Background: an optimization exercise with open tools, aiming at small area and a short achievable clock period. Do not read the settings as production practice. RTL that was checked went through simulation tests only; none was proved equivalent to the original. Power and IR drop assume default switching activity.

== rev 12 ==
Design fir, start of the top module:
module fir(
    input clk,
    input signed [15:0] noisy_signal,
    output signed [15:0] filtered_signal
);
    reg [15:0] r0;
    reg [15:0] r1;
    reg [15:0] r2;
    reg [15:0] r3;
    reg [15:0] r4;
    reg [15:0] r5;
    reg [15:0] r6;
    reg [15:0] r7;
    reg [15:0] r8;
    reg [16:0] p0_0;
    reg [16:0] p1_m1;
    reg [16:0] p2_m1;
    reg q0_0;
    reg q0_1;
    reg q0_2;
    reg q0_3;
    reg q0_4;
    reg q0_5;
    reg q0_6;
    reg q0_7;
    reg q0_8;
    reg q0_9;
    reg q0_10;
    reg q0_11;
    reg q0_12;
    reg q0_13;
    reg q0_14;
    reg q0_15;
    reg q0_16;
    reg q0_17;
    reg q0_18;
    reg q0_19;
    reg q0_20;
    reg q0_21;
    reg q0_22;
    reg q0_23;
    reg q0_24;
    reg q0_25;
    reg q0_26;
    reg q0_27;
    reg q0_28;
    reg q0_29;
    reg q0_30;
    reg q0_31;
    reg q0_32;
    reg q0_33;
    reg q0_34;
    reg q0_35;
    reg q0_36;
    reg q0_37;
    reg q0_38;
    reg q0_39;
    reg q0_40;
    reg q0_41;
    reg q0_42;
    reg q0_43;
    reg q0_44;
    reg q0_45;
    reg q0_46;
    reg q0_47;
    reg q0_48;
    reg q0_49;
    reg q0_50;
    reg q0_51;
    reg q0_52;
    reg q0_53;
    reg q0_54;
    reg q0_55;
    reg q0_56;
    reg q0_57;
    reg q1_58;
  ...
Settings: LEC_CHECK=0, CAP_MARGIN=20, CORE_MARGIN=2, CORE_UTILIZATION=65, SETUP_SLACK_MARGIN=3.7, SLEW_MARGIN=20, SYNTH_HIERARCHICAL=1, SYNTH_MINIMUM_KEEP_SIZE=0; clock period 6.0 ns.
run.sh (not shown) runs the stock make flow with config.mk's settings and CLKGATE_MAP_FILE= SYNTH_SCRIPT=/design/flow/synth_recipe.tcl, a recipe that flattens the netlist after the stock synthesis.
Rev 12 completed; timing, DRC and antenna clean
Here is what was changed in the inputs of rev 13 compared with rev 12.
Settings: CTS_BUF_LIST now sky130_fd_sc_hd__clkbuf_4 sky130_fd_sc_hd__clkbuf_8, previously not set.
Findings:
Summary of rev 13 over rev 12: cell-internal power lost 0.95%; cell area power density saw a decrease.
The total congestion overflow after global routing of rev 13 and that of rev 12 are within noise of each other.
Comparing rev 12 and rev 13, the lower global-route wire length before repair was measured on rev 12.
Final cell count went up by a few percent going from rev 12 to rev 13.
Rev 12 -> rev 13: number of antenna violations at the first check in global routing delta 0, exact match
Summary of rev 13 over rev 12: share of cells above drive strength 1 went up; area fraction of clock buffers and clock inverters did not really move; combinational share of power went up; detailed-route wire length on metal 1 went down.
No run of this note included a check of the RTL's function; only the layout flow was run.


job 101:
Another version of the RTL of fir (not shown whole).
Size: ~1,400 cells after synthesis, about 510 flip-flops, roughly 33 I/O pins, ~22,000 sq um of cells after synthesis.
make LEC_CHECK=0 CAP_MARGIN=20 CORE_MARGIN=2 CORE_UTILIZATION=58 CTS_CLUSTER_DIAMETER=100 CTS_CLUSTER_SIZE=25 SETUP_SLACK_MARGIN=3.85 SLEW_MARGIN=20 SYNTH_HIERARCHICAL=1 SYNTH_MINIMUM_KEEP_SIZE=0 finish   # period 6.0 ns
Job 101 went all the way through the flow, and no timing, DRC or antenna check failed.
Here is what was changed in the inputs of job 102 compared with job 101.
# job 101
export LEC_CHECK = 0
export CAP_MARGIN = 20
export CORE_MARGIN = 2
export CORE_UTILIZATION = 58
export CTS_CLUSTER_DIAMETER = 100
export CTS_CLUSTER_SIZE = 25
export SETUP_SLACK_MARGIN = 3.85
export SLEW_MARGIN = 20
export SYNTH_HIERARCHICAL = 1
export SYNTH_MINIMUM_KEEP_SIZE = 0
create_clock -name core_clock -period 6.0 [get_ports {clk}]
# job 102
export LEC_CHECK = 0
export CAP_MARGIN = 20
export CORE_MARGIN = 2
export CORE_UTILIZATION = 52
export CTS_CLUSTER_DIAMETER = 100
export CTS_CLUSTER_SIZE = 25
export SETUP_SLACK_MARGIN = 3.8
export SLEW_MARGIN = 20
export SYNTH_HIERARCHICAL = 1
export SYNTH_MINIMUM_KEEP_SIZE = 0
create_clock -name core_clock -period 6.0 [get_ports {clk}]
Notes after the runs:
- Diff job 101..job 102 | overall power | negligible
- Comparing job 102 against job 101, there is no change at all in clock buffer count.
- In the reports for job 102 and job 101, the larger slew at the pin closest to its max-slew limit belongs to job 101.
- For power drawn by the clock network, job 102 and job 101 come out practically identical.
- Diff job 101 -> job 102 | die area | up by more than 10%
The following lists how job 103 was set up differently from job 102:
# job 102
export LEC_CHECK = 0
export CAP_MARGIN = 20
export CORE_MARGIN = 2
export CORE_UTILIZATION = 52
export CTS_CLUSTER_DIAMETER = 100
export CTS_CLUSTER_SIZE = 25
export SETUP_SLACK_MARGIN = 3.8
export SLEW_MARGIN = 20
export SYNTH_HIERARCHICAL = 1
export SYNTH_MINIMUM_KEEP_SIZE = 0
create_clock -name core_clock -period 6.0 [get_ports {clk}]
# job 103
export LEC_CHECK = 0
export CAP_MARGIN = 20
export CORE_MARGIN = 2
export CORE_UTILIZATION = 58
export CTS_BUF_LIST = sky130_fd_sc_hd__clkbuf_16 sky130_fd_sc_hd__clkbuf_8
export CTS_CLUSTER_DIAMETER = 60
export CTS_CLUSTER_SIZE = 25
export SETUP_SLACK_MARGIN = 3.8
export SLEW_MARGIN = 20
export SYNTH_HIERARCHICAL = 1
export SYNTH_MINIMUM_KEEP_SIZE = 0
create_clock -name core_clock -period 6.0 [get_ports {clk}]
[summary]
- Job 103: done, clean on timing, DRC and antenna
- Summary of job 103 over job 102: final clock period utilization by the worst path shows a reduction of 0.47 points; power density over the cells picked up an extra 3.6%; fraction of power consumed by the clock network shows an increase of 4.9 points.
- A start point of the critical path of y[4] is what job 103 shows, while y[13] belongs to job 102.
- Relative to job 102, the count of H-tree levels built during CTS of job 103 is higher by 1.
- Job 103 vs job 102 — normalized max-slew margin dropped 4.8 points.
> inputs changed (job 103 -> job 104)
# job 103
export LEC_CHECK = 0
export CAP_MARGIN = 20
export CORE_MARGIN = 2
export CORE_UTILIZATION = 58
export CTS_BUF_LIST = sky130_fd_sc_hd__clkbuf_16 sky130_fd_sc_hd__clkbuf_8
export CTS_CLUSTER_DIAMETER = 60
export CTS_CLUSTER_SIZE = 25
export SETUP_SLACK_MARGIN = 3.8
export SLEW_MARGIN = 20
export SYNTH_HIERARCHICAL = 1
export SYNTH_MINIMUM_KEEP_SIZE = 0
create_clock -name core_clock -period 6.0 [get_ports {clk}]
# job 104
export LEC_CHECK = 0
export CAP_MARGIN = 20
export CORE_MARGIN = 2
export CORE_UTILIZATION = 58
export CTS_CLUSTER_DIAMETER = 100
export CTS_CLUSTER_SIZE = 25
export GPL_ROUTABILITY_DRIVEN = 0
export SETUP_SLACK_MARGIN = 3.8
export SLEW_MARGIN = 20
export SYNTH_HIERARCHICAL = 1
export SYNTH_MINIMUM_KEEP_SIZE = 0
create_clock -name core_clock -period 6.0 [get_ports {clk}]
### Flow results
- Summary of job 104 over job 103: CTS buffer count now smaller, combinational fraction of design power shows an increase of 2.5 points, net switching component of the power went down about 3.6%.


fir again, from the RTL that the note above started with.
==> flow/config.mk <==
export PLATFORM = sky130hd
export DESIGN_NAME = fir
export DESIGN_NICKNAME = fir
export VERILOG_FILES = /design/flow/design.v
export SDC_FILE = /design/flow/constraint.sdc
export NUM_CORES = 4
export LEC_CHECK = 0
export CAP_MARGIN = 20
export CORE_MARGIN = 2
export CORE_UTILIZATION = 62
export CTS_CLUSTER_DIAMETER = 100
export CTS_CLUSTER_SIZE = 25
export SETUP_SLACK_MARGIN = 3.8
export SLEW_MARGIN = 20
export SYNTH_HIERARCHICAL = 1
export SYNTH_MINIMUM_KEEP_SIZE = 0
==> flow/constraint.sdc <==
create_clock -name core_clock -period 6.0 [get_ports {clk}]
set_input_delay 1.2000 -clock core_clock [delete_from_list [all_inputs] [get_ports {clk}]]
set_output_delay 1.2000 -clock core_clock [all_outputs]
set_load 0.01 [all_outputs]
Then changed:
Settings changed: CORE_UTILIZATION 62 to 58, PLACE_DENSITY set to 0.75.
After rerunning:
- power stays flat
- clock power climbs by a few percent
- wire length drops slightly
Then changed:
Settings changed: CORE_ASPECT_RATIO set to 0.5, PLACE_DENSITY 0.75 to unset.
=> Via count is lower slightly. Final area is higher slightly. Power is higher by a few percent. Die area barely changes. Worst setup slack loses 0.0035 ns. Maximum frequency stays flat. Routed wire length is higher by a few percent.
Then changed:
Settings changed: CORE_ASPECT_RATIO 0.5 to unset, CORE_UTILIZATION 58 to 65.
Effect:
- total power drops by about 3%
- sequential power stays flat
- final cell count decreases by 2.0%
- via count barely changes
- worst setup slack gains 0.0083 ns


== build 58 ==
Another version of the RTL of fir (not shown whole).
For scale: about 1400 cells after synthesis, ~540 flip-flops, roughly 22000 um^2 of cells after synthesis.
clock: 6.0 ns
lec_check: 0
cap_margin: 20
core_margin: 2
core_utilization: 65
cts_cluster_diameter: 100
cts_cluster_size: 20
setup_slack_margin: 3.8
slew_margin: 20
synth_hierarchical: 1
synth_minimum_keep_size: 0
diff inputs: build 58 => build 11
# build 58
export LEC_CHECK = 0
export CAP_MARGIN = 20
export CORE_MARGIN = 2
export CORE_UTILIZATION = 65
export CTS_CLUSTER_DIAMETER = 100
export CTS_CLUSTER_SIZE = 20
export SETUP_SLACK_MARGIN = 3.8
export SLEW_MARGIN = 20
export SYNTH_HIERARCHICAL = 1
export SYNTH_MINIMUM_KEEP_SIZE = 0
create_clock -name core_clock -period 6.0 [get_ports {clk}]
# build 11
export LEC_CHECK = 0
export CAP_MARGIN = 20
export CORE_MARGIN = 2
export CORE_UTILIZATION = 72
export CTS_CLUSTER_DIAMETER = 100
export CTS_CLUSTER_SIZE = 20
export SETUP_SLACK_MARGIN = 3.9
export SLEW_MARGIN = 20
export SYNTH_HIERARCHICAL = 1
export SYNTH_MINIMUM_KEEP_SIZE = 0
create_clock -name core_clock -period 6.0 [get_ports {clk}]
Findings:
- The total cell area at the placement stage was comparable across build 58 and build 11.
- Cell area | build 11 vs build 58 | build 11 larger
- Setup slack in build 11 is smaller than in build 58.
- Fraction of the cycle the final worst path needs (higher): build 11
- Build 11 vs build 58, startpoint of the worst setup timing path: r0[0] vs y[14]
- Having completed the whole flow, build 11 delivered a layout that passed the timing, design-rule and antenna checks.
Here is what was changed in the inputs of build 71 compared with build 11.
# build 11
export LEC_CHECK = 0
export CAP_MARGIN = 20
export CORE_MARGIN = 2
export CORE_UTILIZATION = 72
export CTS_CLUSTER_DIAMETER = 100
export CTS_CLUSTER_SIZE = 20
export SETUP_SLACK_MARGIN = 3.9
export SLEW_MARGIN = 20
export SYNTH_HIERARCHICAL = 1
export SYNTH_MINIMUM_KEEP_SIZE = 0
create_clock -name core_clock -period 6.0 [get_ports {clk}]
# build 71
export LEC_CHECK = 0
export CAP_MARGIN = 20
export CORE_MARGIN = 2
export CORE_UTILIZATION = 58
export CTS_CLUSTER_DIAMETER = 100
export CTS_CLUSTER_SIZE = 25
export SETUP_SLACK_MARGIN = 3.8
export SLEW_MARGIN = 20
export SYNTH_HIERARCHICAL = 1
export SYNTH_MINIMUM_KEEP_SIZE = 0
create_clock -name core_clock -period 6.0 [get_ports {clk}]
Build 71 ends up with higher die outline width than build 11 does.
Compared with build 11, build 71 shows total power lower by 0.47 mW.
Capture point of the worst path = p0_0[14]: build 11; capture point of the worst path = filtered_signal[7]: build 71
Sequential share of layout area ends up lower on build 11.
Build 11 has a lower cell count than build 71.
The following lists how build 33 was set up differently from build 71:
# build 71
export LEC_CHECK = 0
export CAP_MARGIN = 20
export CORE_MARGIN = 2
export CORE_UTILIZATION = 58
export CTS_CLUSTER_DIAMETER = 100
export CTS_CLUSTER_SIZE = 25
export SETUP_SLACK_MARGIN = 3.8
export SLEW_MARGIN = 20
export SYNTH_HIERARCHICAL = 1
export SYNTH_MINIMUM_KEEP_SIZE = 0
create_clock -name core_clock -period 6.0 [get_ports {clk}]
# build 33
export LEC_CHECK = 0
export CAP_MARGIN = 20
export CORE_MARGIN = 2
export CORE_UTILIZATION = 65
export CTS_CLUSTER_DIAMETER = 100
export CTS_CLUSTER_SIZE = 20
export SETUP_SLACK_MARGIN = 4.0
export SLEW_MARGIN = 20
export SYNTH_HIERARCHICAL = 1
export SYNTH_MINIMUM_KEEP_SIZE = 0
create_clock -name core_clock -period 6.0 [get_ports {clk}]
### Flow results
- For build 33, the cell with the largest stage delay on the worst path was dfxtp_1, unlike build 71, where it was dfxtp_2.
- Compared with build 71, build 33 shows die area lower by 4200 um^2.
- Comparing global-route track usage on met1 for build 71 and build 33, the bigger number came from build 33.
- Build 71 and build 33 ended up with nearly the same combinational share of power.
- Diff build 71..build 33 | hold slack | negligible
- On post-route fraction of the period consumed by the critical path, build 71 and build 33 are neck and neck.
- Build 33 against build 71: internal power grew by 3.9%, synthesis-to-layout area growth grew by 3.3 points.


Setup of the reference run:
fir with an RTL version that a note above also has.
Size in the first run: roughly 1400 cells after synthesis, roughly 0.022 mm2 of cells after synthesis.
clock: 6.0 ns
lec_check: 0
cap_margin: 20
core_margin: 2
core_utilization: 58
cts_cluster_diameter: 100
cts_cluster_size: 25
setup_slack_margin: 3.8
slew_margin: 20
synth_hierarchical: 1
synth_minimum_keep_size: 0
The reference run: no failed stages, no open violations at the end
#### Input delta (the trial run over the reference run)
# the reference run
export LEC_CHECK = 0
export CAP_MARGIN = 20
export CORE_MARGIN = 2
export CORE_UTILIZATION = 58
export CTS_CLUSTER_DIAMETER = 100
export CTS_CLUSTER_SIZE = 25
export SETUP_SLACK_MARGIN = 3.8
export SLEW_MARGIN = 20
export SYNTH_HIERARCHICAL = 1
export SYNTH_MINIMUM_KEEP_SIZE = 0
create_clock -name core_clock -period 6.0 [get_ports {clk}]
# the trial run
export LEC_CHECK = 0
export CAP_MARGIN = 20
export CORE_ASPECT_RATIO = 2.0
export CORE_MARGIN = 2
export CORE_UTILIZATION = 58
export CTS_CLUSTER_DIAMETER = 100
export CTS_CLUSTER_SIZE = 25
export SETUP_SLACK_MARGIN = 3.8
export SLEW_MARGIN = 20
export SYNTH_HIERARCHICAL = 1
export SYNTH_MINIMUM_KEEP_SIZE = 0
create_clock -name core_clock -period 6.0 [get_ports {clk}]
### Flow results
The reference run finished all stages; the layout is clean. The trial run completed end to end with timing, DRC and antenna clean. In the trial run, the hold slack came out 12 ps below the value in the reference run. Post-detailed-route wirelength per cell grows by more than 10% when moving from the reference run to the trial run. Status: largest stage delay on the critical path parity (the reference run, the trial run). As far as multi-input logic portion of the cell area is concerned, the trial run and the reference run perform about the same. Run comparison: the trial run highest-delay cell along the critical path sky130_fd_sc_hd__dfxtp_1; the reference run highest-delay cell along the critical path sky130_fd_sc_hd__dfxtp_2. The filler cell count in the final layout of the reference run and that of the trial run are within noise of each other. Compared with the reference run, the trial run shows a length of the first detailed-routing pass in iterations that is 1 higher. The trial run reports a higher ratio of final minimum period to clock period than the reference run does. The trial run and the reference run ended up with nearly the same number of enable-type register cells in the synthesized netlist.


== try-sierra ==
fir with an RTL version that a note above also has.
clock: 6.0 ns
lec_check: 0
cap_margin: 20
core_margin: 2
core_utilization: 65
cts_cluster_diameter: 100
cts_cluster_size: 25
setup_slack_margin: 3.8
slew_margin: 20
synth_hierarchical: 1
synth_minimum_keep_size: 0
The final layout from try-sierra, which completed every stage, passed the timing, design-rule and antenna checks at the end of the flow.
#### Input delta (try-harbor over try-sierra)
- changing SETUP_SLACK_MARGIN from 3.8 to 3.7
- changing CTS_CLUSTER_SIZE from 25 to 20
## What came out
Going from try-sierra to try-harbor, non-clock buffer contribution to total cell area down 0.27 points, initial core utilization about even, pin count of the biggest net entering global routing moved down.
Status: area of the core parity (try-harbor, try-sierra)
try-harbor reports a lower combined global-route utilization of all metal layers than try-sierra does.
Changes observed in try-harbor relative to try-sierra: number of nets at the end of the flow shows no meaningful change, worst setup slack shows a reduction of 0.043 ns.
The via count of the first global-routing pass number comes out lower for try-harbor vs try-sierra.
Required time at the worst-slack endpoint, try-sierra and try-harbor, lower one = try-sierra.
### try-harbor -> try-maple
- SETUP_SLACK_MARGIN now 3.9, was 3.7
==> results.txt <==
try-maple was carried through to the last stage, and its layout satisfied the timing, design-rule and antenna checks. try-maple ends up with lower final worst hold slack than try-harbor does. Summary of try-maple over try-harbor: fraction of final layout cells sized beyond drive strength 1 moved up, proportion of power drawn by the clock network decreased 0.3 points. try-maple gives more final area than try-harbor did. Cmp try-maple and try-harbor / biggest cell delay along the critical path / lower: try-maple.

## static timing again, ports no longer ideal
In the flow no input, the clock included, has a driving cell. The finished layouts below were timed again as built, in two steps.
Step 1, drivers: a clkbuf_16 drives clk and a buf_2 each remaining input, both assumed.
Step 2 moves the port delays by t, midway between the first and last clock arrival at a register: inputs arrive t later, outputs are due t later. That takes back most of the time a late clock gives input paths.
Three values: ideal, step 1, step 2; two values: the first two.
run | shift t [ns] | slack for setup (ns) | worst data-port slew with drivers (ns)
rev 12 | 0.591 | 3.495 / 3.495 / 3.495 | 0.03
rev 13 | 0.663 | 3.487 / 3.487 / 3.487 | 0.03
job 101 | 0.606 | 3.803 / 3.751 / 3.855 | 0.07
job 102 | 0.609 | 3.796 / 3.742 / 3.848 | 0.06
job 103 | 0.601 | 3.824 / 3.772 / 3.842 | 0.06
job 104 | 0.601 | 3.804 / 3.752 / 3.846 | 0.06
the first run of note 3 | 0.603 | 3.801 / 3.747 / 3.860 | 0.06
the second run of note 3 | 0.603 | 3.800 / 3.747 / 3.833 | 0.05
the third run of note 3 | 0.630 | 3.796 / 3.737 / 3.820 | 0.04
the fourth run of note 3 | 0.599 | 3.804 / 3.752 / 3.841 | 0.04
build 58 | 0.632 | 3.778 / 3.726 / 3.819 | 0.04
build 11 | 0.633 | 3.753 / 3.723 / 3.753 | 0.03
build 71 | 0.627 | 3.787 / 3.732 / 3.823 | 0.04
build 33 | 0.621 | 3.788 / 3.736 / 3.835 | 0.04
the reference run | 0.601 | 3.804 / 3.752 / 3.846 | 0.06
the trial run | 0.615 | 3.790 / 3.733 / 3.801 | 0.04
try-sierra | 0.619 | 3.797 / 3.746 / 3.812 | 0.04
try-harbor | 0.623 | 3.754 / 3.735 / 3.754 | 0.04
try-maple | 0.623 | 3.790 / 3.738 / 3.811 | 0.04
After both steps every run listed still meets setup and hold.
